What follows belongs to an exercise in optimizing a design on an open flow for small area; a production flow would make more cautious choices.
RTL that was checked went through simulation tests only; none was proved equivalent to the original.
No functional check of the RTL was part of run 3.

==> flow/design.v, too long to show whole: its modules and the start of the top module <==
// module tv80_reg: 67 lines
// module tv80_alu: 161 lines
// module tv80_mcode: 2184 lines
// module tv80_core: 1101 lines
// module tv80s: 111 lines
module tv80s
#(
    parameter Mode    = 0,   
    parameter T2Write = 1,   
    parameter IOWait  = 1    
)
(
    input         reset_n, 
    input         clk, 
    input         cen,       
    input         wait_n, 
    input         int_n, 
    input         nmi_n, 
    input         busrq_n, 
    output        busak_n, 
    output        m1_n, 
    output        mreq_n, 
    output        iorq_n, 
    output        rd_n, 
    output        wr_n, 
    output        rfsh_n, 
    output        halt_n, 
    output [15:0] A, 
    input  [7:0]  di,
    output [7:0]  dout
);
  // ...
==> flow/flow/run.sh <==
#!/bin/bash
# ORFS flow (the standard.sh) with:
#  - an area-oriented ABC script (deepsyn + area-recovering mapping) in place
#    of ORFS's speed script; OpenROAD repairs timing as usual afterwards,
#  - CTS without dummy loads and with larger sink clusters,
#  - port buffers from the smallest buffer cell,
#  - a higher placement density.
set -euo pipefail
rm -rf scripts_local
cp -r "$FLOW_HOME/scripts" scripts_local
cp flow/abc_map.script scripts_local/abc_speed.script
bash standard.sh SCRIPTS_DIR="$PWD/scripts_local" \
  "CTS_ARGS=-sink_clustering_enable -repair_clock_nets -dont_use_dummy_load -sink_clustering_size 24 -sink_clustering_max_diameter 80" \
  "BUFFER_PORTS_ARGS=-buffer_cell sky130_fd_sc_hd__buf_1" \
  PLACE_DENSITY=0.75 \
  finish > standard.log 2>&1
==> flow/flow/abc_map.script <==
&get -n
&st
&deepsyn -J 20
&dch
&nf -R 1000
&put
topo
stime -c
==> flow/standard.sh <==
#!/bin/bash
# synth_recipe.tcl (not shown) runs the flow's synth.tcl, then flattens the netlist and writes it again
# the make line also repeats each setting of config.mk as NAME=value (left out here)
make -C /OpenROAD-flow-scripts/flow DESIGN_CONFIG=/design/flow/config.mk WORK_HOME=/design/flow/orfs CLKGATE_MAP_FILE= SYNTH_SCRIPT=/design/flow/synth_recipe.tcl "${@:-finish}"
==> flow/config.mk <==
export PLATFORM = sky130hd
export DESIGN_NAME = tv80s
export DESIGN_NICKNAME = tv80s
export VERILOG_FILES = /design/flow/design.v
export SDC_FILE = /design/flow/constraint.sdc
export NUM_CORES = 8
export LEC_CHECK = 0
export CAP_MARGIN = 20
export CORE_MARGIN = 2
export CORE_UTILIZATION = 40
export SLEW_MARGIN = 20
==> flow/constraint.sdc <==
create_clock -name core_clock -period 10.0 [get_ports {clk}]
set_input_delay 2.0000 -clock core_clock [delete_from_list [all_inputs] [get_ports {clk}]]
set_output_delay 2.0000 -clock core_clock [all_outputs]
set_load 0.01 [all_outputs]
==> notes.md, run 1 <==
==============================================================================
Register-to-Register Setup Slack ................................      0.57 ns
Post-Synthesis Net Count ........................................         2828
Number of clock buffers in the layout ...........................           27
Highest routed metal layer ......................................         met5
Post-synthesis compound-gate area fraction ......................        29.7%
Min-Delay Startpoint ............................................ i_tv80_core.Read_To_Reg_r[4]
Crit Path Class ................................................. flip-flop to flip-flop
Cell type contributing the most total cell area after synthesis .     edfxtp_1
CTS Root Cell ...................................................    clkbuf_16
Largest cells by area after synthesis ........................... edfxtp_1, dfrtp_1, nand2_1
Seq Cell Count ..................................................          344
Critical path depth in cells ....................................           32
Post-cts hold buffer count ......................................            0
Met2 layer wire length in the routed design .....................      50.0 mm
Cts repair resizes ..............................................            0
Setup crit start kind ...........................................    flip-flop
Post-layout net count ...........................................         3023
Flip-flop cell with the highest count after synthesis ...........     edfxtp_1
CTS tree ........................................................         done
Final weighted congestion in routability-driven placement .......         1.09
Post-CTS setup buffer count .....................................            0
Worst r2r src ................................................... i_tv80_core.IR[7]
Result of the run ...............................................  timing/DRC/antenna clean
Terminus of the critical flop-to-flop path ...................... i_tv80_core.i_reg.RegsH[5][5]
N_taps ..........................................................          773
RSZ-0062 raised after global routing ............................        false
Data arrival, critical path .....................................      9.72 ns
Total of plain and repair buffers excluding clock buffers .......          167
Gate count after technology mapping .............................         2752
Multi-Input Combinational .......................................         2325
Crit path time final ............................................      9.43 ns
==============================================================================
==> module tv80_core, before the edit <==
module tv80_core ( 
  m1_n, iorq, no_read, write, rfsh_n, halt_n, busak_n, A, dout, mc,
  ts, intcycle_n, IntE, stop,
  reset_n, clk, cen, wait_n, int_n, nmi_n, busrq_n, dinst, di
  );
  parameter Mode = 1;    
  parameter IOWait = 1;  
  parameter Flag_C = 0;
  parameter Flag_N = 1;
  parameter Flag_P = 2;
  parameter Flag_X = 3;
  parameter Flag_H = 4;
  parameter Flag_Y = 5;
  parameter Flag_Z = 6;
  parameter Flag_S = 7;
  input     reset_n;            
  input     clk;                
  input     cen;                
  input     wait_n;             
  input     int_n;              
  input     nmi_n;              
  input     busrq_n;            
  output    m1_n;               
  output    iorq;               
  output    no_read;            
  output    write;              
  output    rfsh_n;             
  output    halt_n;             
  output    busak_n;            
  output [15:0] A; 
  input [7:0]   dinst;  
  input [7:0]   di;     
  output [7:0]  dout;     
  output [6:0]  mc;     
  output [6:0]  ts;     
  output        intcycle_n;     
  output        IntE;           
  output        stop;           
  reg    m1_n;          
  reg    iorq; 
  reg    halt_n;                
  reg    busak_n;               
  reg [15:0] A; 
  reg [7:0]  dout;        
  reg [6:0]  mc;        
  reg [6:0]  ts;        
  reg   intcycle_n;     
  reg   IntE;           
  reg   stop;           
  parameter     aNone    = 3'b111;
  parameter     aBC      = 3'b000;
  parameter     aDE      = 3'b001;
  parameter     aXY      = 3'b010;
  parameter     aIOA     = 3'b100;
  parameter     aSP      = 3'b101;
  parameter     aZI      = 3'b110;
  reg [7:0]     ACC, F;
  reg [7:0]     Ap, Fp;
  reg [7:0]     I;
  reg [15:0]    SP, PC;
  reg [7:0]     RegDIH;
  reg [7:0]     RegDIL;
  wire [15:0]   RegBusA;
  wire [15:0]   RegBusB;
  wire [15:0]   RegBusC;
  reg [2:0]     RegAddrA_r;
  reg [2:0]     RegAddrA;
  reg [2:0]     RegAddrB_r;
  reg [2:0]     RegAddrB;
  reg [2:0]     RegAddrC;
  reg           RegWEH;
  reg           RegWEL;
  reg           Alternate;
  reg [15:0]    TmpAddr;         
  reg [7:0]     IR;              
  reg [1:0]     ISet;            
  reg [1:0]     DHswap;          
  reg [15:0]    ID16;
  reg [7:0]     Save_Mux;
  reg [6:0]     tstate;
  reg [6:0]     mcycle;
  reg           last_mcycle, last_tstate;
  reg           IntE_FF1;
  reg           IntE_FF2;
  reg           Halt_FF;
  reg           BusReq_s;
  reg           BusAck;
  reg           ClkEn;
  reg           NMI_s;
  reg           INT_s;
  reg [1:0]     IStatus;
  reg [7:0]     DI_Reg;
  reg           T_Res;
  reg [1:0]     XY_State;
  reg [2:0]     Pre_XY_F_M;
  reg           NextIs_XY_Fetch;
  reg           XY_Ind;
  reg           No_BTR;
  reg           BTR_r;
  reg           Auto_Wait;
  reg           Auto_Wait_t1;
  reg           Auto_Wait_t2;
  reg           IncDecZ;
  reg [7:0]     BusB;
  reg [7:0]     BusA;
  wire [7:0]    ALU_Q;
  wire [7:0]    F_Out;
  reg [4:0]     Read_To_Reg_r;
  reg           Arith16_r;
  reg           Z16_r;
  reg [3:0]     ALU_Op_r;
  reg           Save_ALU_r;
  reg           PreserveC_r;
  reg [2:0]     mcycles;
  wire [2:0]    mcycles_d;
  wire [2:0]    tstates;
  reg           IntCycle;
  reg           NMICycle;
  wire          Inc_PC;
  wire          Inc_WZ;
  wire [3:0]    IncDec_16;
  wire [1:0]    Prefix;
  wire          Read_To_Acc;
  wire          Read_To_Reg;
  wire [3:0]     Set_BusB_To;
  wire [3:0]     Set_BusA_To;
  wire [3:0]     ALU_Op;
  wire           Save_ALU;
  wire           PreserveC;
  wire           Arith16;
  wire [2:0]     Set_Addr_To;
  wire           Jump;
  wire           JumpE;
  wire           JumpXY;
  wire           Call;
  wire           RstP;
  wire           LDZ;
  wire           LDW;
  wire           LDSPHL;
  wire           iorq_i;
  wire [2:0]     Special_LD;
  wire           ExchangeDH;
  wire           ExchangeRp;
  wire           ExchangeAF;
  wire           ExchangeRS;
  wire           I_DJNZ;
  wire           I_CPL;
  wire           I_CCF;
  wire           I_SCF;
  wire           I_RETN;
  wire           I_BT;
  wire           I_BC;
  wire           I_BTR;
  wire           I_RLD;
  wire           I_RRD;
  wire           I_INRC;
  wire           SetDI;
  wire           SetEI;
  wire [1:0]     IMode;
  wire           Halt;
  reg [15:0]     PC16;
  reg [7:0]      PC16_B;
  reg [15:0]     SP16, SP16_A;
  reg [7:0]      SP16_B;
  reg            Oldnmi_n;
  tv80_mcode #(Mode, Flag_C, Flag_N, Flag_P, Flag_X, Flag_H, Flag_Y, Flag_Z, Flag_S) i_mcode
    (
     .IR                   (IR),
     .ISet                 (ISet),
     .MCycle               (mcycle),
     .F                    (F),
     .NMICycle             (NMICycle),
     .IntCycle             (IntCycle),
     .MCycles              (mcycles_d),
     .TStates              (tstates),
     .Prefix               (Prefix),
     .Inc_PC               (Inc_PC),
     .Inc_WZ               (Inc_WZ),
     .IncDec_16            (IncDec_16),
     .Read_To_Acc          (Read_To_Acc),
     .Read_To_Reg          (Read_To_Reg),
     .Set_BusB_To          (Set_BusB_To),
     .Set_BusA_To          (Set_BusA_To),
     .ALU_Op               (ALU_Op),
     .Save_ALU             (Save_ALU),
     .PreserveC            (PreserveC),
     .Arith16              (Arith16),
     .Set_Addr_To          (Set_Addr_To),
     .IORQ                 (iorq_i),
     .Jump                 (Jump),
     .JumpE                (JumpE),
     .JumpXY               (JumpXY),
     .Call                 (Call),
     .RstP                 (RstP),
     .LDZ                  (LDZ),
     .LDW                  (LDW),
     .LDSPHL               (LDSPHL),
     .Special_LD           (Special_LD),
     .ExchangeDH           (ExchangeDH),
     .ExchangeRp           (ExchangeRp),
     .ExchangeAF           (ExchangeAF),
     .ExchangeRS           (ExchangeRS),
     .I_DJNZ               (I_DJNZ),
     .I_CPL                (I_CPL),
     .I_CCF                (I_CCF),
     .I_SCF                (I_SCF),
     .I_RETN               (I_RETN),
     .I_BT                 (I_BT),
     .I_BC                 (I_BC),
     .I_BTR                (I_BTR),
     .I_RLD                (I_RLD),
     .I_RRD                (I_RRD),
     .I_INRC               (I_INRC),
     .SetDI                (SetDI),
     .SetEI                (SetEI),
     .IMode                (IMode),
     .Halt                 (Halt),
     .NoRead               (no_read),
     .Write                (write)
     );
  tv80_alu #(Mode, Flag_C, Flag_N, Flag_P, Flag_X, Flag_H, Flag_Y, Flag_Z, Flag_S) i_alu
    (
     .Arith16              (Arith16_r),
     .Z16                  (Z16_r),
     .ALU_Op               (ALU_Op_r),
     .IR                   (IR[5:0]),
     .ISet                 (ISet),
     .BusA                 (BusA),
     .BusB                 (BusB),
     .F_In                 (F),
     .Q                    (ALU_Q),
     .F_Out                (F_Out)
     );
  function [15:0] incdec16;
    input [15:0] a;
    input        dec;
    reg   [15:0] x, c;
    integer      k;
    begin
      x = a ^ {16{dec}};
      c[0] = 1'b1;
      for (k = 1; k < 16; k = k + 1)
        c[k] = c[k-1] & x[k-1];
      incdec16 = a ^ c;
    end
  endfunction
  function [15:0] add16s8;
    input [15:0] a;
    input [7:0]  b;
    reg   [8:0]  lo;
    reg   [7:0]  x, c;
    reg          inc, dec;
    integer      k;
    begin
      lo  = {1'b0, a[7:0]} + {1'b0, b};
      inc = lo[8] & ~b[7];
      dec = ~lo[8] & b[7];
      x = a[15:8] ^ {8{dec}};
      c[0] = inc | dec;
      for (k = 1; k < 8; k = k + 1)
        c[k] = c[k-1] & x[k-1];
      add16s8 = {a[15:8] ^ c, lo[7:0]};
    end
  endfunction
  function [6:0] number_to_bitvec;
    input [2:0] num;
    begin
      case (num)
        1 : number_to_bitvec = 7'b0000001;
        2 : number_to_bitvec = 7'b0000010;
        3 : number_to_bitvec = 7'b0000100;
        4 : number_to_bitvec = 7'b0001000;
        5 : number_to_bitvec = 7'b0010000;
        6 : number_to_bitvec = 7'b0100000;
        7 : number_to_bitvec = 7'b1000000;
        default : number_to_bitvec = 7'bx;
      endcase  
    end
  endfunction  
  function [2:0] mcyc_to_number;
    input [6:0] mcyc;
    begin
      casez (mcyc)
        7'b1zzzzzz : mcyc_to_number = 3'h7;
        7'b01zzzzz : mcyc_to_number = 3'h6;
        7'b001zzzz : mcyc_to_number = 3'h5;
        7'b0001zzz : mcyc_to_number = 3'h4;
        7'b00001zz : mcyc_to_number = 3'h3;
        7'b000001z : mcyc_to_number = 3'h2;
        7'b0000001 : mcyc_to_number = 3'h1;
        default : mcyc_to_number = 3'h1;
      endcase
    end
  endfunction
  always @*
    begin
      case (mcycles)
        1 : last_mcycle = mcycle[0];
        2 : last_mcycle = mcycle[1];
        3 : last_mcycle = mcycle[2];
        4 : last_mcycle = mcycle[3];
        5 : last_mcycle = mcycle[4];
        6 : last_mcycle = mcycle[5];
        7 : last_mcycle = mcycle[6];
        default : last_mcycle = 1'bx;
      endcase  
      case (tstates)
        0 : last_tstate = tstate[0];
        1 : last_tstate = tstate[1];
        2 : last_tstate = tstate[2];
        3 : last_tstate = tstate[3];
        4 : last_tstate = tstate[4];
        5 : last_tstate = tstate[5];
        6 : last_tstate = tstate[6];
        default : last_tstate = 1'bx;
      endcase
    end  
  always @*
    begin
      ClkEn = cen && ~ BusAck;
      if (last_tstate)
        T_Res = 1'b1;
      else T_Res = 1'b0;
      if (XY_State != 2'b00 && XY_Ind == 1'b0 &&
          ((Set_Addr_To == aXY) ||
           (mcycle[0] && IR == 8'b11001011) ||
           (mcycle[0] && IR == 8'b00110110)))
        NextIs_XY_Fetch = 1'b1;
      else 
        NextIs_XY_Fetch = 1'b0;
      if (ExchangeRp)
        Save_Mux = BusB;
      else if (!Save_ALU_r)
        Save_Mux = DI_Reg;
      else
        Save_Mux = ALU_Q;
    end  
  reg        s_jp, s_jxy, s_call, s_nmi, s_im2, s_def, s_jmp;
  reg        a_dt, a_c, a_t, a_pc, a_io, a_sp, a_inc;
  reg [15:0] A_next;
  reg [15:0] TmpAddr_inc;
  always @*
    begin
      s_jp   = Jump;
      s_jxy  = ~Jump & JumpXY;
      s_call = ~Jump & ~JumpXY & (Call | RstP);
      s_nmi  = ~Jump & ~JumpXY & ~(Call | RstP) & last_mcycle & NMICycle;
      s_im2  = ~Jump & ~JumpXY & ~(Call | RstP) & ~(last_mcycle & NMICycle) &
               mcycle[2] & IntCycle & (IStatus == 2'b10);
      s_def  = ~Jump & ~JumpXY & ~(Call | RstP) & ~(last_mcycle & NMICycle) &
               ~(mcycle[2] & IntCycle & (IStatus == 2'b10));
      s_jmp  = ~s_def;
      a_dt  = s_jp | (s_def & (Set_Addr_To == aZI) & ~Inc_WZ);
      a_c   = s_jxy | (s_def & (((Set_Addr_To == aXY) & (XY_State == 2'b00)) |
                                 (Set_Addr_To == aBC) | (Set_Addr_To == aDE)));
      a_t   = s_call | (s_def & (Set_Addr_To == aXY) & (XY_State != 2'b00) & ~NextIs_XY_Fetch);
      a_pc  = s_def & (((Set_Addr_To == aXY) & (XY_State != 2'b00) & NextIs_XY_Fetch) |
                       (Set_Addr_To == 3'b011) | (Set_Addr_To == aNone));
      a_io  = s_def & (Set_Addr_To == aIOA);
      a_sp  = s_def & (Set_Addr_To == aSP);
      a_inc = s_def & (Set_Addr_To == aZI) & Inc_WZ;
      TmpAddr_inc = incdec16(TmpAddr, 1'b0);
      A_next[15:8] = ({8{a_dt}}  & DI_Reg)         |
                     ({8{a_c}}   & RegBusC[15:8])  |
                     ({8{a_t}}   & TmpAddr[15:8])  |
                     ({8{s_im2}} & I)              |
                     ({8{a_pc}}  & PC[15:8])       |
                     ({8{a_io}}  & ACC)            |
                     ({8{a_sp}}  & SP[15:8])       |
                     ({8{a_inc}} & TmpAddr_inc[15:8]);
      A_next[7:0]  = ({8{a_dt | a_t | s_im2}} & TmpAddr[7:0]) |
                     ({8{a_c}}   & RegBusC[7:0])   |
                     ({8{s_nmi}} & 8'h66)          |
                     ({8{a_pc}}  & PC[7:0])        |
                     ({8{a_io}}  & DI_Reg)         |
                     ({8{a_sp}}  & SP[7:0])        |
                     ({8{a_inc}} & TmpAddr_inc[7:0]);
    end
  always @ (posedge clk or negedge reset_n)
    begin
      if (reset_n == 1'b0 ) 
        begin
          PC <= 0;   
          A <= 0;
          TmpAddr <= 0;
          IR <= 8'b00000000;
          ISet <= 2'b00;
          XY_State <= 2'b00;
          IStatus <= 2'b00;
          mcycles <= 3'b000;
          dout <= 8'b00000000;
          ACC <= 8'hFF;
          F <= 8'hFF;
          Ap <= 8'hFF;
          Fp <= 8'hFF;
          I <= 0;
          SP <= 16'hFFFF;
          Alternate <= 1'b0;
          Read_To_Reg_r <= 5'b00000;
          Arith16_r <= 1'b0;
          BTR_r <= 1'b0;
          Z16_r <= 1'b0;
          ALU_Op_r <= 4'b0000;
          Save_ALU_r <= 1'b0;
          PreserveC_r <= 1'b0;
          XY_Ind <= 1'b0;
        end 
      else 
        begin
          if (ClkEn == 1'b1 ) 
            begin
              ALU_Op_r <= 4'b0000;
              Save_ALU_r <= 1'b0;
              Read_To_Reg_r <= 5'b00000;
              mcycles <= mcycles_d;
              if (IMode != 2'b11 ) 
                begin
                  IStatus <= IMode;
                end
              Arith16_r <= Arith16;
              PreserveC_r <= PreserveC;
              if (ISet == 2'b10 && ALU_Op[2] == 1'b0 && ALU_Op[0] == 1'b1 && mcycle[2] ) 
                begin
                  Z16_r <= 1'b1;
                end 
              else 
                begin
                  Z16_r <= 1'b0;
                end
              if (mcycle[0] && (tstate[1] | tstate[2] | tstate[3] )) 
                begin
                  if (tstate[2] && wait_n == 1'b1 ) 
                    begin
                      if (Jump == 1'b0 && Call == 1'b0 && NMICycle == 1'b0 && IntCycle == 1'b0 && ~ (Halt_FF == 1'b1 || Halt == 1'b1) ) 
                        begin
                          PC <= PC16;
                        end
                      if (IntCycle == 1'b1 && IStatus == 2'b01 ) 
                        begin
                          IR <= 8'b11111111;
                        end 
                      else if (Halt_FF == 1'b1 || (IntCycle == 1'b1 && IStatus == 2'b10) || NMICycle == 1'b1 ) 
                        begin
                          IR <= 8'b00000000;
			  TmpAddr[7:0] <= dinst;  
                        end 
                      else 
                        begin
                          IR <= dinst;
                        end
                      ISet <= 2'b00;
                      if (Prefix != 2'b00 ) 
                        begin
                          if (Prefix == 2'b11 ) 
                            begin
                              if (IR[5] == 1'b1 ) 
                                begin
                                  XY_State <= 2'b10;
                                end 
                              else 
                                begin
                                  XY_State <= 2'b01;
                                end
                            end 
                          else 
                            begin
                              if (Prefix == 2'b10 ) 
                                begin
                                  XY_State <= 2'b00;
                                  XY_Ind <= 1'b0;
                                end
                              ISet <= Prefix;
                            end
                        end 
                      else 
                        begin
                          XY_State <= 2'b00;
                          XY_Ind <= 1'b0;
                        end
                    end  
                end 
              else 
                begin
                  if (mcycle[5] ) 
                    begin
                      XY_Ind <= 1'b1;
                      if (Prefix == 2'b01 ) 
                        begin
                          ISet <= 2'b01;
                        end
                    end
                  if (T_Res == 1'b1 ) 
                    begin
                      BTR_r <= (I_BT || I_BC || I_BTR) && ~ No_BTR;
                      A <= A_next;
                      if (s_jmp)
                        PC <= A_next;
                      Save_ALU_r <= Save_ALU;
                      ALU_Op_r <= ALU_Op;
                      if (I_CPL == 1'b1 ) 
                        begin
                          ACC <= ~ ACC;
                          F[Flag_Y] <= ~ ACC[5];
                          F[Flag_H] <= 1'b1;
                          F[Flag_X] <= ~ ACC[3];
                          F[Flag_N] <= 1'b1;
                        end
                      if (I_CCF == 1'b1 ) 
                        begin
                          F[Flag_C] <= ~ F[Flag_C];
                          F[Flag_Y] <= ACC[5];
                          F[Flag_H] <= F[Flag_C];
                          F[Flag_X] <= ACC[3];
                          F[Flag_N] <= 1'b0;
                        end
                      if (I_SCF == 1'b1 ) 
                        begin
                          F[Flag_C] <= 1'b1;
                          F[Flag_Y] <= ACC[5];
                          F[Flag_H] <= 1'b0;
                          F[Flag_X] <= ACC[3];
                          F[Flag_N] <= 1'b0;
                        end
                    end  
                  if (tstate[2] && wait_n == 1'b1 ) 
                    begin
                      if (ISet == 2'b01 && mcycle[6] ) 
                        begin
                          IR <= dinst;
                        end
                      if (JumpE == 1'b1 ) 
                        begin
                          PC <= PC16;
                        end 
                      else if (Inc_PC == 1'b1 ) 
                        begin
                          PC <= PC16;
                        end
                      if (BTR_r == 1'b1 ) 
                        begin
                          PC <= PC16;
                        end
                      if (RstP == 1'b1 ) 
                        begin
                          TmpAddr <= { 10'h0, IR[5:3], 3'h0 };
                        end
                    end
                  if (tstate[3] && mcycle[5] ) 
                    begin
                      TmpAddr <= SP16;
                    end
                  if ((tstate[2] && wait_n == 1'b1) || (tstate[4] && mcycle[0]) ) 
                    begin
                      if (IncDec_16[2:0] == 3'b111 ) 
                        begin
                          SP <= SP16;
                        end
                    end
                  if (LDSPHL == 1'b1 ) 
                    begin
                      SP <= RegBusC;
                    end
                  if (ExchangeAF == 1'b1 ) 
                    begin
                      Ap <= ACC;
                      ACC <= Ap;
                      Fp <= F;
                      F <= Fp;
                    end
                  if (ExchangeRS == 1'b1 ) 
                    begin
                      Alternate <= ~ Alternate;
                    end
                end  
              if (tstate[3] ) 
                begin
                  if (LDZ == 1'b1 ) 
                    begin
                      TmpAddr[7:0] <= DI_Reg;
                    end
                  if (LDW == 1'b1 ) 
                    begin
                      TmpAddr[15:8] <= DI_Reg;
                    end
                  if (Special_LD[2] == 1'b1 ) 
                    begin
                      case (Special_LD[1:0])
                        2'b00 :
                          begin
                            ACC <= I;
                            F[Flag_P] <= IntE_FF2;
			    F[Flag_Z] <= (I == 0);
			    F[Flag_S] <= I[7];
			    F[Flag_H] <= 0;
			    F[Flag_N] <= 0; 
                          end
                        2'b01 :
                          begin
                            ACC <= 0;
                            F[Flag_P] <= IntE_FF2;
			    F[Flag_Z] <= (I == 0);
			    F[Flag_S] <= I[7];
			    F[Flag_H] <= 0;
			    F[Flag_N] <= 0; 
                          end
                        2'b10 :
                          I <= ACC;
                        default : ;
                      endcase
                    end
                end  
              if ((I_DJNZ == 1'b0 && Save_ALU_r == 1'b1) || ALU_Op_r == 4'b1001 ) 
                begin
                  if (Mode == 3 ) 
                    begin
                      F[6] <= F_Out[6];
                      F[5] <= F_Out[5];
                      F[7] <= F_Out[7];
                      if (PreserveC_r == 1'b0 ) 
                        begin
                          F[4] <= F_Out[4];
                        end
                    end 
                  else 
                    begin
                      F[7:1] <= F_Out[7:1];
                      if (PreserveC_r == 1'b0 ) 
                        begin
                          F[Flag_C] <= F_Out[0];
                        end
                    end
                end  
              if (T_Res == 1'b1 && I_INRC == 1'b1 ) 
                begin
                  F[Flag_H] <= 1'b0;
                  F[Flag_N] <= 1'b0;
                  if (DI_Reg[7:0] == 8'b00000000 ) 
                    begin
                      F[Flag_Z] <= 1'b1;
                    end 
                  else 
                    begin
                      F[Flag_Z] <= 1'b0;
                    end
                  F[Flag_S] <= DI_Reg[7];
                  F[Flag_P] <= ~ (^DI_Reg[7:0]);
                end  
              if (tstate[1] && Auto_Wait_t1 == 1'b0 ) 
                begin
                  dout <= BusB;
                  if (I_RLD == 1'b1 ) 
                    begin
                      dout[3:0] <= BusA[3:0];
                      dout[7:4] <= BusB[3:0];
                    end
                  if (I_RRD == 1'b1 ) 
                    begin
                      dout[3:0] <= BusB[7:4];
                      dout[7:4] <= BusA[3:0];
                    end
                end
              if (T_Res == 1'b1 ) 
                begin
                  Read_To_Reg_r[3:0] <= Set_BusA_To;
                  Read_To_Reg_r[4] <= Read_To_Reg;
                  if (Read_To_Acc == 1'b1 ) 
                    begin
                      Read_To_Reg_r[3:0] <= 4'b0111;
                      Read_To_Reg_r[4] <= 1'b1;
                    end
                end
              if (tstate[1] && I_BT == 1'b1 ) 
                begin
                  F[Flag_X] <= ALU_Q[3];
                  F[Flag_Y] <= ALU_Q[1];
                  F[Flag_H] <= 1'b0;
                  F[Flag_N] <= 1'b0;
                end
              if (I_BC == 1'b1 || I_BT == 1'b1 ) 
                begin
                  F[Flag_P] <= IncDecZ;
                end
              if ((tstate[1] && Save_ALU_r == 1'b0 && Auto_Wait_t1 == 1'b0) ||
                  (Save_ALU_r == 1'b1 && ALU_Op_r != 4'b0111) ) 
                begin
                  case (Read_To_Reg_r)
                    5'b10111 :
                      ACC <= Save_Mux;
                    5'b10110 :
                      dout <= Save_Mux;
                    5'b11000 :
                      SP[7:0] <= Save_Mux;
                    5'b11001 :
                      SP[15:8] <= Save_Mux;
                    5'b11011 :
                      F <= Save_Mux;
                    default : ;
                  endcase
                end  
            end  
        end  
    end
  always @ (posedge clk)
    begin
      if (ClkEn == 1'b1 ) 
        begin
          RegAddrA_r <=  { Alternate, Set_BusA_To[2:1] };
          if (XY_Ind == 1'b0 && XY_State != 2'b00 && Set_BusA_To[2:1] == 2'b10 ) 
            begin
              RegAddrA_r <= { XY_State[1],  2'b11 };
            end
          RegAddrB_r <= { Alternate, Set_BusB_To[2:1] };
          if (XY_Ind == 1'b0 && XY_State != 2'b00 && Set_BusB_To[2:1] == 2'b10 ) 
            begin
              RegAddrB_r <= { XY_State[1],  2'b11 };
            end
          RegAddrC <= { Alternate,  Set_Addr_To[1:0] };
          if ((JumpXY == 1'b1 || LDSPHL == 1'b1) ) 
            begin
              RegAddrC <= { Alternate, 2'b10 };
            end
          if (((JumpXY == 1'b1 || LDSPHL == 1'b1) && XY_State != 2'b00) || (mcycle[5]) ) 
            begin
              RegAddrC <= { XY_State[1],  2'b11 };
            end
          if (I_DJNZ == 1'b1 && Save_ALU_r == 1'b1 && Mode < 2 ) 
            begin
              IncDecZ <= F_Out[Flag_Z];
            end
          if ((tstate[2] || (tstate[3] && mcycle[0])) && IncDec_16[2:0] == 3'b100 ) 
            begin
              if (RegBusA == (IncDec_16[3] ? 16'h0001 : 16'hFFFF) ) 
                begin
                  IncDecZ <= 1'b0;
                end 
              else 
                begin
                  IncDecZ <= 1'b1;
                end
            end
          if (ExchangeDH == 1'b1 && tstate[4])
            begin
              if (Alternate)
                DHswap[1] <= ~DHswap[1];
              else
                DHswap[0] <= ~DHswap[0];
            end
        end
    end  
  always @*
    begin
      if ((tstate[2] || (tstate[3] && mcycle[0] && IncDec_16[2] == 1'b1)) && XY_State == 2'b00)
        RegAddrA = { Alternate, IncDec_16[1:0] };
      else if ((tstate[2] || (tstate[3] && mcycle[0] && IncDec_16[2] == 1'b1)) && IncDec_16[1:0] == 2'b10)
        RegAddrA = { XY_State[1], 2'b11 };
      else if (ExchangeDH == 1'b1 && tstate[3])
        RegAddrA = { Alternate, 2'b10 };
      else if (ExchangeDH == 1'b1 && tstate[4])
        RegAddrA = { Alternate, 2'b01 };
      else
        RegAddrA = RegAddrA_r;
      if (ExchangeDH == 1'b1 && tstate[3])
        RegAddrB = { Alternate, 2'b01 };
      else
        RegAddrB = RegAddrB_r;
    end  
  always @*
    begin
      RegWEH = 1'b0;
      RegWEL = 1'b0;
      if ((tstate[1] && ~Save_ALU_r && ~Auto_Wait_t1) ||
          (Save_ALU_r && (ALU_Op_r != 4'b0111)) ) 
        begin
          case (Read_To_Reg_r)
            5'b10000 , 5'b10001 , 5'b10010 , 5'b10011 , 5'b10100 , 5'b10101 :
              begin
                RegWEH = ~ Read_To_Reg_r[0];
                RegWEL = Read_To_Reg_r[0];
              end  
            default : ;
          endcase  
        end  
      if (IncDec_16[2] && ((tstate[2] && wait_n && ~mcycle[0]) || (tstate[3] && mcycle[0])) ) 
        begin
          case (IncDec_16[1:0])
            2'b00 , 2'b01 , 2'b10 :
              begin
                RegWEH = 1'b1;
                RegWEL = 1'b1;
              end  
            default : ;
          endcase
        end
    end  
  always @*
    begin
      RegDIH = Save_Mux;
      RegDIL = Save_Mux;
      if (IncDec_16[2] == 1'b1 && ((tstate[2] && ~mcycle[0]) || (tstate[3] && mcycle[0])) ) 
        begin
          RegDIH = ID16[15:8];
          RegDIL = ID16[7:0];
        end
    end
  tv80_reg i_reg
    (
     .clk                  (clk),
     .CEN                  (ClkEn),
     .DHswap               (DHswap),
     .WEH                  (RegWEH),
     .WEL                  (RegWEL),
     .AddrA                (RegAddrA),
     .AddrB                (RegAddrB),
     .AddrC                (RegAddrC),
     .DIH                  (RegDIH),
     .DIL                  (RegDIL),
     .DOAH                 (RegBusA[15:8]),
     .DOAL                 (RegBusA[7:0]),
     .DOBH                 (RegBusB[15:8]),
     .DOBL                 (RegBusB[7:0]),
     .DOCH                 (RegBusC[15:8]),
     .DOCL                 (RegBusC[7:0])
     );
  always @ (posedge clk)
    begin
      if (ClkEn == 1'b1 ) 
        begin
          case (Set_BusB_To)
            4'b0111 :
              BusB <= ACC;
            4'b0000 , 4'b0001 , 4'b0010 , 4'b0011 , 4'b0100 , 4'b0101 :
              begin
                if (Set_BusB_To[0] == 1'b1 ) 
                  begin
                    BusB <= RegBusB[7:0];
                  end 
                else 
                  begin
                    BusB <= RegBusB[15:8];
                  end
              end
            4'b0110 :
              BusB <= DI_Reg;
            4'b1000 :
              BusB <= SP[7:0];
            4'b1001 :
              BusB <= SP[15:8];
            4'b1010 :
              BusB <= 8'b00000001;
            4'b1011 :
              BusB <= F;
            4'b1100 :
              BusB <= PC[7:0];
            4'b1101 :
              BusB <= PC[15:8];
            4'b1110 :
              BusB <= 8'b00000000;
            default :
              BusB <= 8'h0;
          endcase
          case (Set_BusA_To)
            4'b0111 :
              BusA <= ACC;
            4'b0000 , 4'b0001 , 4'b0010 , 4'b0011 , 4'b0100 , 4'b0101 :
              begin
                if (Set_BusA_To[0] == 1'b1 )
                  begin
                    BusA <= RegBusA[7:0];
                  end 
                else 
                  begin
                    BusA <= RegBusA[15:8];
                  end
              end
            4'b0110 :
              BusA <= DI_Reg;
            4'b1000 :
              BusA <= SP[7:0];
            4'b1001 :
              BusA <= SP[15:8];
            4'b1010 :
              BusA <= 8'b00000000;
            default :
              BusA <=  8'h0;
          endcase
        end
    end
  assign rfsh_n = 1'b1;
  always @*
    begin
      mc = mcycle;
      ts = tstate;
      DI_Reg = di;
      halt_n = ~ Halt_FF;
      busak_n = ~ BusAck;
      intcycle_n = ~ IntCycle;
      IntE = IntE_FF1;
      iorq = iorq_i;
      stop = I_DJNZ;
    end
  always @ (posedge clk or negedge reset_n)
    begin : sync_inputs
      if (~reset_n) 
        begin
          BusReq_s <= 1'b0;
          INT_s <= 1'b0;
          NMI_s <= 1'b0;
          Oldnmi_n <= 1'b0;
        end 
      else
        begin
          if (cen == 1'b1 ) 
            begin
              BusReq_s <= ~ busrq_n;
              INT_s <= ~ int_n;
              if (NMICycle == 1'b1 ) 
                begin
                  NMI_s <= 1'b0;
                end 
              else if (nmi_n == 1'b0 && Oldnmi_n == 1'b1 ) 
                begin
                  NMI_s <= 1'b1;
                end
              Oldnmi_n <= nmi_n;
            end
        end
    end
  always @ (posedge clk or negedge reset_n)
    begin
      if (reset_n == 1'b0 ) 
        begin
          mcycle <= 7'b0000001;
          tstate <= 7'b0000001;
          Pre_XY_F_M <= 3'b000;
          Halt_FF <= 1'b0;
          BusAck <= 1'b0;
          NMICycle <= 1'b0;
          IntCycle <= 1'b0;
          IntE_FF1 <= 1'b0;
          IntE_FF2 <= 1'b0;
          No_BTR <= 1'b0;
          Auto_Wait_t1 <= 1'b0;
          Auto_Wait_t2 <= 1'b0;
          m1_n <= 1'b1;
        end 
      else
        begin
          if (cen == 1'b1 ) 
            begin
              if (T_Res == 1'b1 ) 
                begin
                  Auto_Wait_t1 <= 1'b0;
                end 
              else 
                begin
		  Auto_Wait_t1 <= Auto_Wait || (iorq_i & ~Auto_Wait_t2);
                end
              Auto_Wait_t2 <= Auto_Wait_t1 & !T_Res;
              No_BTR <= (I_BT && (~ IR[4] || ~ F[Flag_P])) ||
                        (I_BC && (~ IR[4] || F[Flag_Z] || ~ F[Flag_P])) ||
                        (I_BTR && (~ IR[4] || F[Flag_Z]));
              if (tstate[2] ) 
                begin
                  if (SetEI == 1'b1 ) 
                    begin
                      if (!NMICycle)
                        IntE_FF1 <= 1'b1;
                      IntE_FF2 <= 1'b1;
                    end
                  if (I_RETN == 1'b1 ) 
                    begin
                      IntE_FF1 <= IntE_FF2;
                    end
                end
              if (tstate[3] ) 
                begin
                  if (SetDI == 1'b1 ) 
                    begin
                      IntE_FF1 <= 1'b0;
                      IntE_FF2 <= 1'b0;
                    end
                end
              if (IntCycle == 1'b1 || NMICycle == 1'b1 ) 
                begin
                  Halt_FF <= 1'b0;
                end
              if (mcycle[0] && tstate[2] && wait_n == 1'b1 ) 
                begin
                  m1_n <= 1'b1;
                end
              if (BusReq_s == 1'b1 && BusAck == 1'b1 ) 
                begin
                end 
              else 
                begin
                  BusAck <= 1'b0;
                  if (tstate[2] && wait_n == 1'b0 ) 
                    begin
                    end 
                  else if (T_Res == 1'b1 ) 
                    begin
                      if (Halt == 1'b1 ) 
                        begin
                          Halt_FF <= 1'b1;
                        end
                      if (BusReq_s == 1'b1 ) 
                        begin
                          BusAck <= 1'b1;
                        end 
                      else 
                        begin
                          tstate <= 7'b0000010;
                          if (NextIs_XY_Fetch == 1'b1 ) 
                            begin
                              mcycle <= 7'b0100000;
                              Pre_XY_F_M <= mcyc_to_number(mcycle);
                              if (IR == 8'b00110110 && Mode == 0 ) 
                                begin
                                  Pre_XY_F_M <= 3'b010;
                                end
                            end 
                          else if ((mcycle[6]) || (mcycle[5] && Mode == 1 && ISet != 2'b01) ) 
                            begin
                              mcycle <= number_to_bitvec(Pre_XY_F_M + 1);
                            end 
                          else if ((last_mcycle) ||
                                   No_BTR == 1'b1 ||
                                   (mcycle[1] && I_DJNZ == 1'b1 && IncDecZ == 1'b1) ) 
                            begin
                              m1_n <= 1'b0;
                              mcycle <= 7'b0000001;
                              IntCycle <= 1'b0;
                              NMICycle <= 1'b0;
                              if (NMI_s == 1'b1 && Prefix == 2'b00 ) 
                                begin
                                  NMICycle <= 1'b1;
                                  IntE_FF1 <= 1'b0;
                                end 
                              else if ((IntE_FF1 == 1'b1 && INT_s == 1'b1) && Prefix == 2'b00 && SetEI == 1'b0 ) 
                                begin
                                  IntCycle <= 1'b1;
                                  IntE_FF1 <= 1'b0;
                                  IntE_FF2 <= 1'b0;
                                end
                            end 
                          else 
                            begin
                              mcycle <= { mcycle[5:0], mcycle[6] };
                            end
                        end
                    end 
                  else 
                    begin    
                      if ( ~(Auto_Wait == 1'b1 && Auto_Wait_t2 == 1'b0) &&
                           ~(IOWait == 1 && iorq_i == 1'b1 && Auto_Wait_t1 == 1'b0) ) 
                        begin
                          tstate <= { tstate[5:0], tstate[6] };
                        end
                    end
                end
              if (tstate[0]) 
                begin
                  m1_n <= 1'b0;
                end
            end
        end
    end
  always @*
    begin
      if (JumpE == 1'b1)
        PC16_B = DI_Reg;
      else if (BTR_r == 1'b1)
        PC16_B = 8'hFE;            
      else
        PC16_B = 8'h01;
      if (tstate[3])
        begin
          SP16_A = RegBusC;
          SP16_B = DI_Reg;
        end
      else
        begin
          SP16_A = SP;
          SP16_B = IncDec_16[3] ? 8'hFF : 8'h01;
        end
      ID16 = incdec16(RegBusA, IncDec_16[3]);
      PC16 = add16s8(PC, PC16_B);
      SP16 = add16s8(SP16_A, SP16_B);
    end  
  always @*
    begin
      Auto_Wait = 1'b0;
      if (IntCycle == 1'b1 || NMICycle == 1'b1 ) 
        begin
          if (mcycle[0] ) 
            begin
              Auto_Wait = 1'b1;
            end
        end
    end  
endmodule  
==> run 2, diff against run 1 <==
--- a/flow/design.v
+++ b/flow/design.v
@@ -2492,6 +2492,8 @@
   reg [15:0]    ID16;
   reg [7:0]     Save_Mux;
-  reg [6:0]     tstate;
-  reg [6:0]     mcycle;
+  reg [2:0]     ts_b;
+  reg [2:0]     mc_b;
+  wire [6:0]    tstate = 7'b0000001 << ts_b;
+  wire [6:0]    mcycle = 7'b0000001 << mc_b;
   reg           last_mcycle, last_tstate;
   reg           IntE_FF1;
@@ -3344,6 +3346,6 @@
       if (reset_n == 1'b0 ) 
         begin
-          mcycle <= 7'b0000001;
-          tstate <= 7'b0000001;
+          mc_b <= 3'd0;
+          ts_b <= 3'd0;
           Pre_XY_F_M <= 3'b000;
           Halt_FF <= 1'b0;
@@ -3424,9 +3426,9 @@
                       else 
                         begin
-                          tstate <= 7'b0000010;
+                          ts_b <= 3'd1;
                           if (NextIs_XY_Fetch == 1'b1 ) 
                             begin
-                              mcycle <= 7'b0100000;
-                              Pre_XY_F_M <= mcyc_to_number(mcycle);
+                              mc_b <= 3'd5;
+                              Pre_XY_F_M <= mc_b + 3'd1;
                               if (IR == 8'b00110110 && Mode == 0 ) 
                                 begin
@@ -3436,5 +3438,5 @@
                           else if ((mcycle[6]) || (mcycle[5] && Mode == 1 && ISet != 2'b01) ) 
                             begin
-                              mcycle <= number_to_bitvec(Pre_XY_F_M + 1);
+                              mc_b <= Pre_XY_F_M;
                             end 
                           else if ((last_mcycle) ||
@@ -3443,5 +3445,5 @@
                             begin
                               m1_n <= 1'b0;
-                              mcycle <= 7'b0000001;
+                              mc_b <= 3'd0;
                               IntCycle <= 1'b0;
                               NMICycle <= 1'b0;
@@ -3460,5 +3462,5 @@
                           else 
                             begin
-                              mcycle <= { mcycle[5:0], mcycle[6] };
+                              mc_b <= (mc_b == 3'd6) ? 3'd0 : mc_b + 3'd1;
                             end
                         end
@@ -3469,5 +3471,5 @@
                            ~(IOWait == 1 && iorq_i == 1'b1 && Auto_Wait_t1 == 1'b0) ) 
                         begin
-                          tstate <= { tstate[5:0], tstate[6] };
+                          ts_b <= (ts_b == 3'd6) ? 3'd0 : ts_b + 3'd1;
                         end
                     end
==> run 2 against run 1 <==
  * Sequential cell count shrank 8
  * Final cell count is essentially flat
  * Largest cell class unchanged
  * Setup slack gained 0.48 ns
  * Critical path type unchanged
  * Global-route usage grew 0.40 points
  * Via count shrank 2.1%
  * Critical endpoint is now i_tv80_core.i_reg.RegsH[2][7]
  * Clock skew shrank 0.042 ns
==> notes.md, run 2 <==
====================================================================================================
Kind of end point of the critical path ................................................    flip-flop   unchanged
Remaining DRCs ........................................................................            0   unchanged
Post-layout net count .................................................................         3040   was 3023
Share of synthesized cell area in and, or, nand and nor gates .........................        23.2%   was 22.4%
Share of the yosys chip area belonging to registers ...................................        39.3%   was 39.6%
Rows ..................................................................................           88   was 89
Async set-reset flop share out of synthesis ...........................................        53.6%   was 54.7%
Average cell area after synthesis .....................................................    8.54 um^2   was 8.67 um^2
Min-delay worst type .................................................................. flip-flop to flip-flop   unchanged
Post-Route Hold Slack .................................................................     0.481 ns   was 0.483 ns
Synth Warn # ..........................................................................            7   unchanged
Clock tree sinks ......................................................................          336   was 344
First-pass iteration count of the detailed router .....................................           11   was 13
Die width .............................................................................       247 um   was 248 um
Setup total negative slack ............................................................         0 ns   unchanged
Reported max-cap violation count ......................................................            0   unchanged
Worst Max-Slew Pin Slew ...............................................................      1.35 ns   was 1.19 ns
Post-layout instance area .............................................................   26500 um^2   was 26700 um^2
Slowest stage delay, CP ...............................................................      0.69 ns   was 0.63 ns
Maximum achievable frequency ..........................................................    0.112 GHz   was 0.106 GHz
Setup ws final ........................................................................      1.05 ns   was 0.565 ns
Core Region ...........................................................................   58000 um^2   was 59000 um^2
Final critical-path share of the clock period .........................................        89.5%   was 94.3%
Layout overhead on the synthesized area ...............................................        12.3%   was 12.1%
Post-Synth Adder-Cell Area ............................................................        3.68%   was 3.32%
Number of global-route vias before repair .............................................        25231   was 25399
Max clock buf depth ...................................................................            3   unchanged
Initial antenna violation count .......................................................            2   was 9
Maximum number of pins on one net before global-route repair ..........................          145   was 160
Cell area after technology mapping ....................................................   23600 um^2   was 23900 um^2
Post-Route Utilization ................................................................        45.6%   was 45.3%
Proportion of synthesized area in mux cells ...........................................        1.32%   was 1.73%
Registers with the most flip-flops .................................................... i_tv80_core.i_reg.RegsH: 64 flops, i_tv80_core.i_reg.RegsL: 64 flops   unchanged
Synth top area share ..................................................................        19.9%   was 19.6%
Most common cell after layout, fill and taps aside ....................................      nand2_1   unchanged
Setup slack at placement ..............................................................      1.51 ns   was 0.578 ns
Top-count cell post-synth .............................................................      nand2_1   unchanged
Number of top-level pins ..............................................................           47   unchanged
Routed vias ...........................................................................        26867   was 27443
Number of pins exceeding their max-slew limit in the final report .....................            0   unchanged
Flip-flop cell with the highest count after synthesis .................................     edfxtp_1   unchanged
Leading cell types by count after synthesis ........................................... nand2_1, nor2_1, a21oi_1, o21ai_0, edfxtp_1   unchanged
Placed cell area ......................................................................   25800 um^2   was 26000 um^2
Number of hold violations in the final report .........................................            0   unchanged
Dominant cell type by count on the critical path ......................................       nor2_1
RSZ-0062 raised after global routing ..................................................        false   unchanged
Total overflow reported by the global router ..........................................            0   unchanged
Die Area ..............................................................................   60900 um^2   was 61600 um^2
Category of cells accounting for the largest share of critical-path delay ............. simple AND/OR/NAND/NOR gates   unchanged
CTS Root Cell .........................................................................    clkbuf_16   unchanged
Library cells used by synthesis .......................................................           69   was 67
Final routed wire length divided by cell count ........................................      32.7 um   was 32.9 um
Largest cells by area after synthesis ................................................. edfxtp_1, dfrtp_1, nand2_1   unchanged
Post-synthesis compound-gate area fraction ............................................        28.7%   was 29.7%
Required time of the critical path ....................................................     10.30 ns   was 10.28 ns
Post-cts hold buffer count ............................................................            0   unchanged
Detailed router's first-iteration violation count .....................................         4950   was 5745
Number of enable-type register cells in the synthesized netlist .......................          156   unchanged
Number of H-tree branching levels .....................................................            1   unchanged
Gr usage total ........................................................................        39.3%   was 38.9%
Most frequent cells in the layout ..................................................... nand2_1, nor2_1, a21oi_1   unchanged
Initial core utilization ..............................................................        40.6%   was 40.4%
Post-Synthesis Net Count ..............................................................         2843   was 2828
Detailed-route vias per instance ......................................................         7.22   was 7.38
Area share of xor/xnor cells in the synthesized design ................................        2.49%   was 1.80%
Post-DP HPWL ..........................................................................      91.7 mm   was 90.9 mm
Dominant combinational cell family by area after synthesis ............................ compound AO/OA/AOI/OAI gates   unchanged
Setup crit start kind .................................................................    flip-flop   unchanged
Count of endpoints failing setup in the final report ..................................            0   unchanged
Data arrival, critical path ...........................................................      9.26 ns   was 9.72 ns
Y dimension of the die ................................................................       247 um   was 248 um
Crit Path Class ....................................................................... flip-flop to flip-flop   unchanged
Post-CTS setup buffer count ...........................................................            0   unchanged
CTS tree ..............................................................................         done   unchanged
Worst max-slew margin expressed relative to the limit .................................        10.1%   was 19.7%
Flops & latches, synth ................................................................          336   was 344
Cts repair resizes ....................................................................            0   unchanged
Result of the run .....................................................................  timing/DRC/antenna clean   unchanged
CTS buffer count ......................................................................           27   unchanged
Total buffers and inverters traversed by the critical path ............................            2   unchanged
Share of final-layout standard cells stronger than drive strength 1 ...................        7.78%   was 7.95%
Gate count after technology mapping ...................................................         2761   was 2752
First-pass GRT wire length ............................................................       176 mm   about the same
Register-to-Register Setup Slack ......................................................      1.05 ns   was 0.57 ns
Total routed wirelength ...............................................................       122 mm   about the same
CP Max Fanout .........................................................................           15   was 14
Slowest stage cell, crit path .........................................................      o21ai_0   was or4_1
Crit path time final ..................................................................      8.95 ns   was 9.43 ns
PortBufs ..............................................................................           45   unchanged
Number of nets with antenna violations after detailed routing .........................            0   unchanged
Clock Skew ............................................................................    0.0796 ns   was 0.122 ns
Cell type contributing the most total cell area after synthesis .......................     edfxtp_1   unchanged
Latest clock arrival within the worst-skew pair .......................................      0.63 ns   was 0.65 ns
Final weighted congestion in routability-driven placement .............................         1.06   was 1.09
Clock-pin slew reported for the worst setup and hold paths after clock tree synthesis .      0.09 ns   was 0.10 ns
====================================================================================================
[run 2: changes by cell type after synthesis, moves of 11 or more]
| cell | change |
|---|---|
| a21oi_1 | +51 |
| a22o_1 | -29 |
| nor2_1 | +28 |
| and3_1 | -23 |
| nand3_1 | +22 |
| a221oi_1 | -15 |
| and2_0 | +15 |
| o221ai_1 | -15 |
| a21o_1 | -14 |
| o221a_1 | +14 |
| o21ai_0 | -12 |
| o22ai_1 | -12 |
| a222oi_1 | +11 |
[run 2: layout make-up]
| cell class | count | area, um^2 |
|---|---|---|
| antenna | 2 | 5.00 |
| inverter | 81 | 304 |
| tap | 765 | 957 |
| sequential | 336 | 9260 |
| clock buffer | 27 | 676 |
| fill | 5650 | 31500 |
| timing repair buffer | 169 | 1120 |
| multi-input combinational | 2343 | 14200 |
[run 2: logic make-up (layout without fill, tap and decap cells)]
kind of cell             count (synthesis)  after routing
AND/OR/NAND/NOR                       1207           1207
AO/OA/AOI/OAI                          973            973
buffers and inverters                   82            277
other                                    1              3
multiplexers                            28             28
flip-flops                             336            336
adder cells (fa/ha/maj)                 67             67
XOR/XNOR                                67             67
[run 2: final timing paths]
kind,from,endpoint,cells after the start
min,i_tv80_core.A[8],i_tv80_core.A[8],2
max in group asynchronous,reset_n,i_tv80_core.TmpAddr[8],2
max,i_tv80_core.IR[6],i_tv80_core.i_reg.RegsH[2][7],32
min reg2reg,i_tv80_core.A[8],i_tv80_core.A[8],2
max reg2reg,i_tv80_core.IR[6],i_tv80_core.i_reg.RegsH[2][7],32
min in group asynchronous,reset_n,i_tv80_core.BusReq_s,1
[run 2: stage by stage]
stage | std cells
finish | 3723
global route | 3721
CTS | 3721
detailed placement | 3694
global placement | 3694
floorplan | 2761
[run 2: tightest hold or removal path: stages, from the launching register on]
cell and delay, ns:
dfrtp_1 0.35, nand2_1 0.05, nand2_1 0.05
[run 2: metal layers]
metal	vias to the layer above	track usage [%]	wire length (um)
met5	-	0	23
met3	536	11.3	16400
met4	4	21.4	8260
met1	12790	51.4	46000
li1	11273	-	-
met2	2264	58.4	51000
==> run 3, diff against run 2 <==
--- a/flow/design.v
+++ b/flow/design.v
@@ -3170,14 +3170,7 @@
       else if ((tstate[2] || (tstate[3] && mcycle[0] && IncDec_16[2] == 1'b1)) && IncDec_16[1:0] == 2'b10)
         RegAddrA = { XY_State[1], 2'b11 };
-      else if (ExchangeDH == 1'b1 && tstate[3])
-        RegAddrA = { Alternate, 2'b10 };
-      else if (ExchangeDH == 1'b1 && tstate[4])
-        RegAddrA = { Alternate, 2'b01 };
       else
         RegAddrA = RegAddrA_r;
-      if (ExchangeDH == 1'b1 && tstate[3])
-        RegAddrB = { Alternate, 2'b01 };
-      else
-        RegAddrB = RegAddrB_r;
+      RegAddrB = RegAddrB_r;
     end  
   always @*
==> run 3 against run 2 <==
  * Still clean
  * Setup slack got worse by 0.34 ns
  * Cell area rose by 0.91%
  * Register-to-register slack got worse by 0.34 ns
  * Clock-buffer cell count did not move
  * Final cell count rose by 0.35%
  * Global-route usage fell by 2.2 points
  * Fmax fell by 3.7%
  * Die area rose by 1.3%
==> notes.md, run 3 <==
====================================================================================================
CP startpoint ......................................................................... i_tv80_core.IR[0]   was i_tv80_core.IR[6]
Largest cells by area after synthesis ................................................. edfxtp_1, dfrtp_1, nand2_1   unchanged
Crit Path Class ....................................................................... flip-flop to flip-flop   unchanged
Detailed router's first-iteration violation count .....................................         5155   was 4950
Max clock buf depth ...................................................................            3   unchanged
Result of the run .....................................................................  timing/DRC/antenna clean   unchanged
Registers with the most flip-flops .................................................... i_tv80_core.i_reg.RegsH: 64 flops, i_tv80_core.i_reg.RegsL: 64 flops   unchanged
Final critical-path share of the clock period .........................................        92.9%   was 89.5%
Post-DP HPWL ..........................................................................      86.6 mm   was 91.7 mm
CTS Root Cell .........................................................................    clkbuf_16   unchanged
Routed vias ...........................................................................        27276   was 26867
CTS buffer count ......................................................................           27   unchanged
Gr usage total ........................................................................        37.1%   was 39.3%
Number of nets with antenna violations after detailed routing .........................            0   unchanged
Most frequent cells in the layout ..................................................... nand2_1, nor2_1, a21oi_1   unchanged
Latest clock arrival within the worst-skew pair .......................................      0.63 ns   about the same
Share of the yosys chip area belonging to registers ...................................        38.8%   was 39.3%
Core Region ...........................................................................   59000 um^2   was 58000 um^2
Number of top-level pins ..............................................................           47   unchanged
Post-CTS setup buffer count ...........................................................            0   unchanged
Async set-reset flop share out of synthesis ...........................................        53.6%   unchanged
Leading cell types by count after synthesis ........................................... nand2_1, nor2_1, a21oi_1, o21ai_0, edfxtp_1   unchanged
Setup slack at placement ..............................................................     0.905 ns   was 1.51 ns
Synth top area share ..................................................................        19.6%   was 19.9%
Number of H-tree branching levels .....................................................            1   unchanged
Detailed-route vias per instance ......................................................         7.30   was 7.22
Slowest stage cell, crit path .........................................................      dfrtp_1   was o21ai_0
Reported max-cap violation count ......................................................            0   unchanged
Total overflow reported by the global router ..........................................            0   unchanged
CP Max Fanout .........................................................................           21   was 15
Maximum number of pins on one net before global-route repair ..........................          157   was 145
First-pass GRT wire length ............................................................       170 mm   was 176 mm
Number of global-route vias before repair .............................................        25425   was 25231
Flip-flop cell with the highest count after synthesis .................................     edfxtp_1   unchanged
Share of final-layout standard cells stronger than drive strength 1 ...................        7.60%   was 7.78%
Initial core utilization ..............................................................        40.5%   was 40.6%
Most common cell after layout, fill and taps aside ....................................      nand2_1   unchanged
Clock-pin slew reported for the worst setup and hold paths after clock tree synthesis .      0.07 ns   was 0.09 ns
Crit path time final ..................................................................      9.29 ns   was 8.95 ns
Met2 layer wire length in the routed design ...........................................      47.1 mm   was 51.0 mm
Post-route met1 wirelength ............................................................      42.2 mm   was 46.0 mm
Y dimension of the die ................................................................       248 um   was 247 um
RSZ-0062 raised after global routing ..................................................        false   unchanged
Top-count cell post-synth .............................................................      nand2_1   unchanged
First-pass iteration count of the detailed router .....................................           12   was 11
Die width .............................................................................       248 um   was 247 um
Total routed wirelength ...............................................................       116 mm   was 122 mm
Kind of end point of the critical path ................................................    flip-flop   unchanged
Number of enable-type register cells in the synthesized netlist .......................          156   unchanged
Flops & latches, synth ................................................................          336   unchanged
Final routed wire length divided by cell count ........................................      31.2 um   was 32.7 um
Fillers ...............................................................................         5832   was 5650
CTS tree ..............................................................................         done   unchanged
Slowest stage delay, CP ...............................................................      0.72 ns   was 0.69 ns
Remaining DRCs ........................................................................            0   unchanged
Worst Max-Slew Pin Slew ...............................................................      1.18 ns   was 1.35 ns
Detailed route wirelength on metal3 ...................................................      17.5 mm   was 16.4 mm
Worst max-slew margin expressed relative to the limit .................................        21.1%   was 10.1%
Rows ..................................................................................           89   was 88
Clock tree sinks ......................................................................          336   unchanged
Min-delay worst type .................................................................. flip-flop to flip-flop   unchanged
Final weighted congestion in routability-driven placement .............................         1.14   was 1.06
Min-Delay Startpoint .................................................................. i_tv80_core.Oldnmi_n   was i_tv80_core.A[8]
Average cell area after synthesis .....................................................    8.60 um^2   was 8.54 um^2
Data arrival, critical path ...........................................................      9.62 ns   was 9.26 ns
PortBufs ..............................................................................           45   unchanged
Synth Warn # ..........................................................................            7   unchanged
Setup total negative slack ............................................................         0 ns   unchanged
Setup ws final ........................................................................     0.706 ns   was 1.05 ns
Count of endpoints failing setup in the final report ..................................            0   unchanged
Post-layout net count .................................................................         3045   was 3040
Die Area ..............................................................................   61700 um^2   was 60900 um^2
Gate count after technology mapping ...................................................         2776   was 2761
Number of hold violations in the final report .........................................            0   unchanged
Initial antenna violation count .......................................................            4   was 2
Cell area after technology mapping ....................................................   23900 um^2   was 23600 um^2
Clock Skew ............................................................................     0.114 ns   was 0.0796 ns
Cell type contributing the most total cell area after synthesis .......................     edfxtp_1   unchanged
Post-Synthesis Net Count ..............................................................         2858   was 2843
Required time of the critical path ....................................................     10.33 ns   was 10.30 ns
Layout overhead on the synthesized area ...............................................        11.9%   was 12.3%
Setup crit start kind .................................................................    flip-flop   unchanged
Worst r2r src ......................................................................... i_tv80_core.IR[0]   was i_tv80_core.IR[6]
Library cells used by synthesis .......................................................           73   was 69
Maximum achievable frequency ..........................................................    0.108 GHz   was 0.112 GHz
Number of pins exceeding their max-slew limit in the final report .....................            0   unchanged
Highest routed metal layer ............................................................         met5   unchanged
====================================================================================================
-- run 3: cell types whose count changed in the layout (fill, tap and decap cells not counted), sizes merged, moves of 9 or more --
cell	change
nand3	-43
a22oi	+25
nor3	-21
a21o	+16
mux2	+15
a211oi	+13
a21oi	-13
o221a	-13
nor4	+12
buf	-10
nand2b	+9
-- run 3: worst max-delay path: cells and delay by family, from the launching register on --
kind / cells / cell delay [ns]
multiplexers: 2 / 0.68
AO/OA/AOI/OAI: 11 / 3.23
buffers and inverters: 2 / 0.33
AND/OR/NAND/NOR: 15 / 4.00
XOR/XNOR: 1 / 0.08
flip-flops: 1 / 0.72
-- run 3: stage by stage --
| step | std cells | util [%] | cell area, um^2 | hold slack, ns |
|---|---|---|---|---|
| floorplan | 2776 | - | 23900 | 0.449 |
| global placement | 3707 | 44.1 | 26000 | 0.461 |
| detailed placement | 3707 | 44.1 | 26000 | 0.467 |
| CTS | 3734 | 45.2 | 26700 | 0.482 |
| global route | 3734 | 45.3 | 26700 | 0.498 |
| finish | 3736 | 45.3 | 26700 | 0.481 |
-- run 3: area by class of cell --
class                      count  area (um^2)  area share, %
antenna                        2         5.00         0.0187
clock buffer                  27          676           2.53
inverter                      73          274           1.03
multi-input combinational   2366        14500           54.3
sequential                   336         9260           34.6
tap                          773          967           3.62
timing repair buffer         159         1040           3.90
-- run 3: worst paths after layout --
check / end / slack (ns) / cells after the start
setup / recovery: i_tv80_core.i_reg.RegsH[2][7] / 0.71 / 31
hold / removal: i_tv80_core.Oldnmi_n / 0.48 / 1
setup reg to reg: i_tv80_core.i_reg.RegsH[2][7] / 0.71 / 31
hold reg to reg: i_tv80_core.Oldnmi_n / 0.48 / 1
max in group asynchronous: i_tv80_core.A[2] / 7.32 / 2
min in group asynchronous: i_tv80_core.INT_s / 1.41 / 1
-- run 3: repair_timing --
item                                    in CTS  in global routing
gates resized for setup                      0                  1
hold buffers                                 0                  0
endpoints found under the setup margin       0                  8
-- run 3: cells by family after synthesis --
logic type / Yosys count / share of synthesized area, %
AND/OR/NAND/NOR: 1179 / 22.7
other: 1 / 0.0157
multiplexers: 50 / 2.30
XOR/XNOR: 67 / 2.46
flip-flops: 336 / 38.8
adder cells (fa/ha/maj): 67 / 3.64
AO/OA/AOI/OAI: 1002 / 29.0
buffers and inverters: 74 / 1.18
-- run 3: per-layer routing --
metal	global-route usage [%]	vias up
met4	23.5	6
met2	53.8	2529
li1	-	11325
met3	13.2	691
met1	46.9	12725
met5	0	-

afterwards: timing with drivers on the ports:
Ports are ideal in the flow. The routed layouts listed here were re-timed in OpenROAD. Step 1, drivers: a clkbuf_16 drives clk and a buf_2 each remaining input, both assumed. Step 2 also shifts input and output timing later by t, the mid clock arrival at the registers, as if the neighbouring blocks saw the same clock. a / b / c = ideal / step 1 / step 2; a / b = the first two.
run	shift t [ns]	setup WS [ns]	hold WS [ns]	worst setup path after step 2	worst slew at a driven data input, ns
run 1	0.654	0.565 / 0.565 / 0.565	0.483 / 0.483 / 0.483	register to register	0.12
run 2	0.651	1.049 / 1.049 / 1.049	0.481 / 0.481 / 0.481	register to register	0.04
run 3	0.640	0.706 / 0.706 / 0.706	0.481 / 0.481 / 0.481	register to register	0.04
After both steps every run listed still meets setup and hold.
